This is an optimization exercise on Yosys and OpenROAD, whose aim is small area, not a production implementation.
The RTL was checked by simulation tests, not by an equivalence proof against the original design.

## flow/design.v (module list and top-level ports; edited modules follow where they fit)
// module ai_accel: 1638 lines
// module wsel: 11 lines
// module fa: 6 lines
// module ha: 6 lines
// module hai: 6 lines
// module ham: 6 lines
module ai_accel
(
	rst_n,
	clk,
	addr,
	wr_en,
	accel_select,
	data_in,
	ctr,
	data_out
);
  // ...
==> flow/run.sh <==
#!/bin/bash
# synth_recipe.tcl (not shown) runs the flow's synth.tcl, then flattens the netlist and writes it again
# the make line also repeats each setting of config.mk as NAME=value (left out here)
make -C /OpenROAD-flow-scripts/flow DESIGN_CONFIG=/design/flow/config.mk WORK_HOME=/design/flow/orfs CLKGATE_MAP_FILE= SYNTH_SCRIPT=/design/flow/synth_recipe.tcl finish
==> flow/config.mk <==
export PLATFORM = sky130hd
export DESIGN_NAME = ai_accel
export DESIGN_NICKNAME = ai_accel
export VERILOG_FILES = /design/flow/design.v
export SDC_FILE = /design/flow/constraint.sdc
export NUM_CORES = 4
export LEC_CHECK = 0
export CAP_MARGIN = 20
export CORE_MARGIN = 2
export CORE_UTILIZATION = 45
export CTS_BUF_LIST = sky130_fd_sc_hd__clkbuf_16
export CTS_CLUSTER_DIAMETER = 100
export CTS_CLUSTER_SIZE = 25
export PLACE_DENSITY = 0.6
export SETUP_SLACK_MARGIN = 0
export SLEW_MARGIN = 20
export SYNTH_HIERARCHICAL = 1
export SYNTH_MINIMUM_KEEP_SIZE = 0
==> flow/constraint.sdc <==
create_clock -name core_clock -period 32.0 [get_ports {clk}]
set_input_delay 6.4000 -clock core_clock [delete_from_list [all_inputs] [get_ports {clk}]]
set_output_delay 6.4000 -clock core_clock [all_outputs]
set_load 0.01 [all_outputs]
==> qor.txt, run 1 <==
Fin cells: 2721
CP endpoint: data_out[14]
CTS buffer count: 19
Min Hold Slack: 0.5104 ns
CP Launch Point: res2[1]$_DFFE_PN_
Gr usage total: 0.3550
Clock sinks: 267
Die height: 234.9 um
# setup viols final: 0
Sequential cell area: 0.007963 mm2
Area used by multi-input combinational logic: 0.01532 mm2
Synthesis-to-layout area growth: 8.912%
Setup ws final: 8.808 ns
Metal2 WL: 42830 um
M2 GR Usage: 0.5291
HP Class: flop to flop
Sequential-to-total area share from yosys stat: 0.3319
Synth Area in XOR/XNOR: 0.001825
Fraction of area in multi-input gates: 0.5864
Register bit total from synthesis: 267
Most frequent cells after synthesis: nand2_1, fa_1, edfxtp_1
Initial DRC Count: 2885
Synthesized area: 0.02399 mm2
Final worst clock skew: 0.03050 ns
Max-cap violations: 0
Initial antenna violation count: 0
Fill count: 4646
Status: finished clean
Placed Cells: 2688
Signal buffers: 101
Post-route cell area: 0.02613 mm2
Slew HR: 0.2008
Critical path arrival: 16.79 ns
==> inputs of run 2 (changes only) <==
--- a/flow/config.mk
+++ b/flow/config.mk
@@ -8,9 +8,6 @@
 export CAP_MARGIN = 20
 export CORE_MARGIN = 2
 export CORE_UTILIZATION = 45
-export CTS_BUF_LIST = sky130_fd_sc_hd__clkbuf_16
-export CTS_CLUSTER_DIAMETER = 100
-export CTS_CLUSTER_SIZE = 25
 export PLACE_DENSITY = 0.6
 export SETUP_SLACK_MARGIN = 0
 export SLEW_MARGIN = 20
==> run 2 against run 1 <==
Net effect: still clean; first-iteration DRC count fell by 6.4%; wire length up 0.29%; flip-flop and latch count stayed put; largest cell class unchanged; clock-buffer cell count increased by 15; final cell count is 0.85% higher; critical endpoint unchanged; register-to-register slack better by 0.05 ns; worst hold slack got worse by 0.0053 ns; sequential share of layout area decreased by 0.45 points; non-clock buffer count stayed put.
==> qor.txt, run 2 <==
CTS root buf: clkbuf_16
Worst R2R End: res1[7]$_DFFE_PP_
Postcts setup bufs: 0
Crit Path Max Fanout: 9
Tightest Pin Transition: 1.180 ns
# setup viols final: 0 (unchanged)
Fill count: 4616 (-0.65%)
Die height: 234.9 um (unchanged)
CTS tree: yes
CP max stage cell: fa_1
EDFF count, synth: 256
Hold Path Depth: 1
Final hold violation count: 0
Largest net degree at the start of global routing: 34
Vias: 18360
CP Class: flop to output port
Cell row count: 84
Most frequent cells after synthesis: nand2_1, fa_1, edfxtp_1
Clock sinks: 267 (unchanged)
Die W: 234.9 um
Slowest stage delay, CP: 0.64 ns
Final worst clock skew: 0.04591 ns (+0.01541 ns)
Worst reg2reg startpoint: st[1]$_DFFE_PN0P_
Num ports: 116
Yosys top cell area share: 0.3563
DR vias/cell: 6.690
DR pass1 iterations: 7
Final Slew Violations: 0
RSZ-0062 raised after global routing: no
Initial antenna violation count: 0 (unchanged)
Avg Inst Size Synth: 12.07 um2
Min Hold Slack: 0.5051 ns (-0.005254 ns)
Critical path arrival: 16.81 ns (+0.02 ns)
Nets: 2612
Gr usage total: 0.3560 (+0.001066)
Remaining antenna violation count: 0
Core Box Area: 0.05266 mm2
GP Congestion: 1.014
Port bufs: 73
Post-route cell area: 0.02652 mm2 (+1.5%)
Count leader, synth: nand2_1
Synth Warn #: 7
FMAX: 43.08 MHz
Cell count after synthesis: 1988
CTS buffer count: 30 (+11)
Wirelength, routed: 98090 um
Worst-Skew Late Latency: 0.61 ns
Crit. End Element: output port
Tcrit/Tclk final: 0.7254
Area leader, netlist: fa_1
Residual DRC: 0
Crit path launch type: flop
Hold path endpoint: vB3$_DFFE_PN0P_
Total Neg Setup Slack: 0 ns
Clock-pin slew of the registers on the worst-case setup and hold paths: 0.06 ns
Most frequent cells in the layout: nand2_1, fa_1, edfxtp_1
Yosys cell types: 55
CP required: 25.60 ns
CTS H-tree depth: 1
Starting Density: 0.4557
Max-cap violations: 0 (unchanged)
CTS Buffer Depth: 3
Top cells by area, synth: fa_1, edfxtp_1, nand2_1
Most used cell, CP: fa_1
Sequential-to-total area share from yosys stat: 0.3319 (unchanged)
Global route overflow: 0
CTS Hold Buffers Added: 0
Hold_sp: vB3$_DFFE_PN0P_
Status: finished clean
Worst Reg-to-Reg Cells: 24
Area used by multi-input combinational logic: 0.01532 mm2 (unchanged)
Post-synth ARST share: 0.04120
Post-layout min period: 23.21 ns
Post-CTS sizing: 0
Global-route wire length before repair: 139800 um
Number of global-route vias before repair: 19010
Initial DRC Count: 2700 (-6.4%)
Layout cells sized above 1: 0.05888
Die area: 0.05518 mm2
Worst R2R Setup Slack: 22.08 ns
Slew HR: 0.2116 (+0.01080)
Commonest non-fill, non-tap cell in the layout: nand2_1
Final Core Density: 0.5037
Register bit total from synthesis: 267 (unchanged)
Top_reg_cell synth: edfxtp_1
Synthesis-to-layout area growth: 10.54%
HP Class: flop to flop
Dpl hpwl: 73970 um
Sequential cell area: 0.007963 mm2 (unchanged)
Synthesized area: 0.02399 mm2 (unchanged)
Placed cell area: 0.02545 mm2
Routed length per instance: 35.75 um
==> run 2: cell families (layout without fill, tap and decap cells) <==
| kind of cell | Yosys count | after routing | synth area share |
|---|---|---|---|
| other cells | 1 | 15 | 0.0001563 |
| buf+inv | 200 | 254 | 0.03520 |
| fa+ha+maj | 512 | 512 | 0.4006 |
| compound gates | 327 | 327 | 0.1075 |
| flops | 267 | 267 | 0.3319 |
| xor+xnor | 5 | 5 | 0.001825 |
| simple gates | 674 | 674 | 0.1220 |
| mux | 2 | 2 | 0.0008344 |
==> run 2: metrics by stage <==
stage               instances  setup slack (ns)
finish                   2744             8.786
global route             2743             8.202
CTS                      2743             8.706
detailed placement       2688             9.302
global placement         2688             9.348
floorplan                2001             11.05
==> run 2: worst max path at each step <==
stage,endpoint,cells after the start,slack [ns],start
2_1_floorplan,data_out[14],42,11.05,res2[1]$_DFFE_PN_
3_3_place_gp,data_out[14],42,9.35,res2[1]$_DFFE_PN_
3_5_place_dp,data_out[14],42,9.30,res2[1]$_DFFE_PN_
4_1_cts,data_out[14],42,8.71,res2[1]$_DFFE_PN_
5_1_grt,data_out[14],42,8.20,res2[1]$_DFFE_PN_
6_report,data_out[14],42,8.79,res2[1]$_DFFE_PN_
==> run 2: worst max-delay path, delay by kind of cell (launching register included) <==
kind | cells | cell delay, ns
buf+inv | 5 | 0.87
flops | 1 | 0.43
compound gates | 1 | 0.09
simple gates | 3 | 0.67
fa+ha+maj | 33 | 14.17
==> run 2: modules after synthesis (local to each module, per instance) <==
module	cell area [um2]	cells	copies in the design	flip-flops and latches
ham	16.27	2	16	0
hai	20.02	3	3	0
ha	12.51	1	26	0
fa	20.02	1	427	0
wsel	111.4	20	1	0
ai_accel	14690	1474	1	267
==> run 2: area by class of cell <==
type,count,area share
Inverter,98,0.01387
Tap cell,688,0.03246
Antenna cell,1,0.00009435
Clock inverter,21,0.01132
Clock buffer,34,0.02887
Multi-Input combinational cell,1534,0.5777
Timing Repair Buffer,101,0.03548
Sequential cell,267,0.3002
==> run 2: metal layers <==
layer | wire length, um | up-vias | track usage | part of all wire
li1 | - | 7110 | - | -
met1 | 37880 | 9483 | 0.4981 | 0.39
met2 | 42710 | 1463 | 0.5273 | 0.44
met3 | 11830 | 302 | 0.08741 | 0.12
met4 | 5677 | 0 | 0.1609 | 0.058
met5 | 0 | - | 0 | 0
==> inputs of run 3 (changes only) <==
==> flow/flow/run.sh (new file) <==
#!/bin/bash
# Standard layout (standard.sh), except: the synthesis buffers are removed at
# floorplan, ports get buf_2 buffers, and CTS inserts no dummy loads.
set -e
cat >> config.mk <<'EOF'
export REMOVE_ABC_BUFFERS = 1
export BUFFER_PORTS_ARGS = -buffer_cell sky130_fd_sc_hd__buf_2
export CTS_ARGS = -sink_clustering_enable -repair_clock_nets -dont_use_dummy_load -sink_clustering_size 25 -sink_clustering_max_diameter 100 -buf_list sky130_fd_sc_hd__clkbuf_16
EOF
bash standard.sh > standard.log 2>&1
==> flow/standard.sh (new file) <==
#!/bin/bash
# synth_recipe.tcl (not shown) runs the flow's synth.tcl, then flattens the netlist and writes it again
# the make line also repeats each setting of config.mk as NAME=value (left out here)
make -C /OpenROAD-flow-scripts/flow DESIGN_CONFIG=/design/flow/config.mk WORK_HOME=/design/flow/orfs CLKGATE_MAP_FILE= SYNTH_SCRIPT=/design/flow/synth_recipe.tcl "${@:-finish}"
--- a/flow/config.mk
+++ b/flow/config.mk
@@ -7,9 +7,16 @@
 export LEC_CHECK = 0
 export CAP_MARGIN = 20
 export CORE_MARGIN = 2
-export CORE_UTILIZATION = 45
-export PLACE_DENSITY = 0.6
+export CORE_UTILIZATION = 60
+export CTS_BUF_LIST = sky130_fd_sc_hd__clkbuf_16
+export CTS_CLUSTER_DIAMETER = 100
+export CTS_CLUSTER_SIZE = 25
+export GPL_TIMING_DRIVEN = 0
+export PLACE_DENSITY = 0.7
 export SETUP_SLACK_MARGIN = 0
 export SLEW_MARGIN = 20
 export SYNTH_HIERARCHICAL = 1
 export SYNTH_MINIMUM_KEEP_SIZE = 0
+export REMOVE_ABC_BUFFERS = 1
+export BUFFER_PORTS_ARGS = -buffer_cell sky130_fd_sc_hd__buf_2
+export CTS_ARGS = -sink_clustering_enable -repair_clock_nets -dont_use_dummy_load -sink_clustering_size 25 -sink_clustering_max_diameter 100 -buf_list sky130_fd_sc_hd__clkbuf_16
removed: flow/run.sh
==> run 3 against run 2 <==
Net effect: flip-flop and latch count stayed put; register-to-register slack worse by 1.1 ns; utilization is 14 points higher; largest cell class unchanged.
==> qor.txt, run 3 <==
Status: finished clean
Most frequent cells in the layout: nand2_1, fa_1, edfxtp_1
CP required: 25.60 ns (about the same)
Global-route wire length before repair: 142600 um (+1.9%)
Port bufs: 73 (unchanged)
Final worst clock skew: 0.09870 ns (+0.05279 ns)
Synth Warn #: 7 (unchanged)
Initial antenna violation count: 3 (+3)
Num ports: 116 (unchanged)
Critical path arrival: 16.20 ns (-0.61 ns)
Worst-Skew Late Latency: 0.54 ns (-0.07 ns)
RSZ-0062 raised after global routing: no
Avg Inst Size Synth: 12.07 um2 (unchanged)
Tightest Pin Transition: 1.066 ns (-0.1134 ns)
CP max stage cell: fa_1
Die height: 204.0 um (-13%)
Die area: 0.04160 mm2 (-25%)
Crit path launch type: flop
Largest net degree at the start of global routing: 30 (-12%)
DR pass1 iterations: 8 (+1)
Synthesis-to-layout area growth: 6.263%
Post-route cell area: 0.02550 mm2 (-3.9%)
Commonest non-fill, non-tap cell in the layout: nand2_1
Placed cell area: 0.02510 mm2 (-1.4%)
Post-synth ARST share: 0.04120 (unchanged)
CTS buffer count: 15 (-50%)
Clock-pin slew of the registers on the worst-case setup and hold paths: 0.10 ns (+0.04 ns)
Final hold violation count: 0 (unchanged)
HP Class: flop to flop
Post-CTS sizing: 0 (unchanged)
Crit. End Element: output port
FMAX: 44.25 MHz (+2.7%)
Dpl hpwl: 78000 um (+5.5%)
Number of global-route vias before repair: 19860 (+4.5%)
Vias: 19400 (+5.7%)
Slew HR: 0.2890 (+0.07746)
EDFF count, synth: 256 (unchanged)
Wirelength, routed: 100800 um (+2.8%)
Die W: 204.0 um (-13%)
Yosys top cell area share: 0.3563 (unchanged)
CTS Hold Buffers Added: 0 (unchanged)
Starting Density: 0.6053 (+0.1496)
Layout cells sized above 1: 0.08499 (+0.02611)
Sequential-to-total area share from yosys stat: 0.3319 (unchanged)
Clock sinks: 267 (unchanged)
Max-cap violations: 0 (unchanged)
Global route overflow: 0 (unchanged)
Postcts setup bufs: 0 (unchanged)
Nets: 2594 (-0.69%)
Top_reg_cell synth: edfxtp_1
Setup ws final: 9.402 ns (+0.6153 ns)
Total Neg Setup Slack: 0 ns (unchanged)
Initial DRC Count: 3992 (+48%)
Slowest stage delay, CP: 0.61 ns (-0.03 ns)
Area leader, netlist: fa_1
CP Class: flop to output port
Pre-CTS setup slack: 9.883 ns (+0.5810 ns)
CTS H-tree depth: 1 (unchanged)
Synthesized area: 0.02399 mm2 (unchanged)
Top cells by area, synth: fa_1, edfxtp_1, nand2_1
Cell row count: 73 (-13%)
Post-layout min period: 22.60 ns (-0.6153 ns)
CTS Buffer Depth: 3 (unchanged)
Core Box Area: 0.03964 mm2 (-25%)
Fill count: 2944 (-36%)
Routed length per instance: 39.72 um (+11%)
# setup viols final: 0 (unchanged)
Yosys cell types: 55 (unchanged)
Count leader, synth: nand2_1
Remaining antenna violation count: 0 (unchanged)
Final Slew Violations: 0 (unchanged)
Tcrit/Tclk final: 0.7062 (-0.01923)
Most used cell, CP: fa_1
CTS root buf: clkbuf_16
Gr usage total: 0.4966 (+0.1405)
Register bit total from synthesis: 267 (unchanged)
Crit Path Max Fanout: 9 (unchanged)
DR vias/cell: 7.644 (+14%)
CTS tree: yes
GP Congestion: 1.105 (+9.0%)
Cell count after synthesis: 1988 (unchanged)
Residual DRC: 0 (unchanged)
Most frequent cells after synthesis: nand2_1, fa_1, edfxtp_1
==> run 3: cell counts after synthesis <==
Identical to the previous run, type by type.
==> run 3: critical path: cells and delay by family, from the launching register on <==
family,cells,cell delay [ns]
AO/OA/AOI/OAI,1,0.27
adder cells (fa/ha/maj),33,14.11
AND/OR/NAND/NOR,3,0.41
flip-flops,1,0.44
buffers and inverters,5,0.46
==> run 3: cells by family after synthesis <==
kind of cell | synth area share
AND/OR/NAND/NOR | 0.1220
buffers and inverters | 0.03520
flip-flops | 0.3319
other | 0.0001563
adder cells (fa/ha/maj) | 0.4006
multiplexers | 0.0008344
AO/OA/AOI/OAI | 0.1075
XOR/XNOR | 0.001825
==> run 3: final timing paths <==
check	from	end	slack, ns	depth (start not counted)
worst max-delay path	res2[1]$_DFFE_PN_	data_out[14]	9.40	42
worst max register to register	st[1]$_DFFE_PN0P_	res1[5]$_DFFE_PP_	21.00	23
worst min register to register	vB3$_DFFE_PN0P_	vB3$_DFFE_PN0P_	0.52	1
max in group asynchronous	rst_n	st[0]$_DFFE_PN0P_	26.04	1
worst min-delay path	vB3$_DFFE_PN0P_	vB3$_DFFE_PN0P_	0.52	1
min in group asynchronous	rst_n	vB1$_DFFE_PN0P_	5.71	1
==> run 3: cell type report <==
cell class                 count  area, um2  share of cell area
antenna                        1      2.502          0.00009815
clock buffer                  15      375.4             0.01472
inverter                      98      367.9             0.01443
multi-input combinational   1534      15370              0.6028
sequential                   267       7963              0.3123
tap                          525      656.9             0.02576
timing repair buffer          98      760.7             0.02984
==> run 3: per-module statistics from Yosys (local to each module, per instance) <==
module,copies in the design,flops+latches,cells inside
ai_accel,1,267,1474
wsel,1,0,20
fa,427,0,1
hai,3,0,3
ham,16,0,2
ha,26,0,1
==> run 3: through the flow <==
step / cells / hold WS (ns) / util
after CTS: 2537 / 0.5080 / 0.6426
after floorplan: 1899 / 0.4540 / -
after global placement: 2497 / 0.4805 / 0.6203
after detailed placement: 2522 / 0.4839 / 0.6331
after global routing: 2537 / 0.5288 / 0.6431
final: 2538 / 0.5239 / 0.6432
==> run 3: per-layer routing <==
| layer | up-vias | part of all wire | wire length, um | track usage |
|---|---|---|---|---|
| li1 | 7046 | - | - | - |
| met1 | 9549 | 0.33 | 33130 | 0.6544 |
| met2 | 2238 | 0.41 | 41830 | 0.7010 |
| met3 | 565 | 0.18 | 17960 | 0.2071 |
| met4 | 2 | 0.078 | 7874 | 0.2733 |
| met5 | - | 0.00016 | 16 | 0 |

-- what the ideal ports hide --
The flow's constraints put no driver on any port. The routed layouts listed below were extracted and timed again, unchanged, in two steps.
Step 1, drivers: a clkbuf_16 drives clk and a buf_2 each remaining input, both assumed.
Step 2 also shifts input and output timing later by t, the mid clock arrival at the registers, as if the neighbouring blocks saw the same clock.
Three values: ideal ports, drivers, drivers and shift; two values: the first two.
| run | t, ns | setup WS [ns] | worst register clock-pin slew, ns | cell pins on the clock port's net |
|---|---|---|---|---|
| run 1 | 0.609 | 8.808 / 8.748 / 9.358 | 0.11 / 0.11 | 1 |
| run 2 | 0.646 | 8.786 / 8.730 / 9.376 | 0.08 / 0.08 | 1 |
| run 3 | 0.545 | 9.402 / 9.344 / 9.889 | 0.11 / 0.11 | 1 |
After both steps every run listed still meets setup and hold.
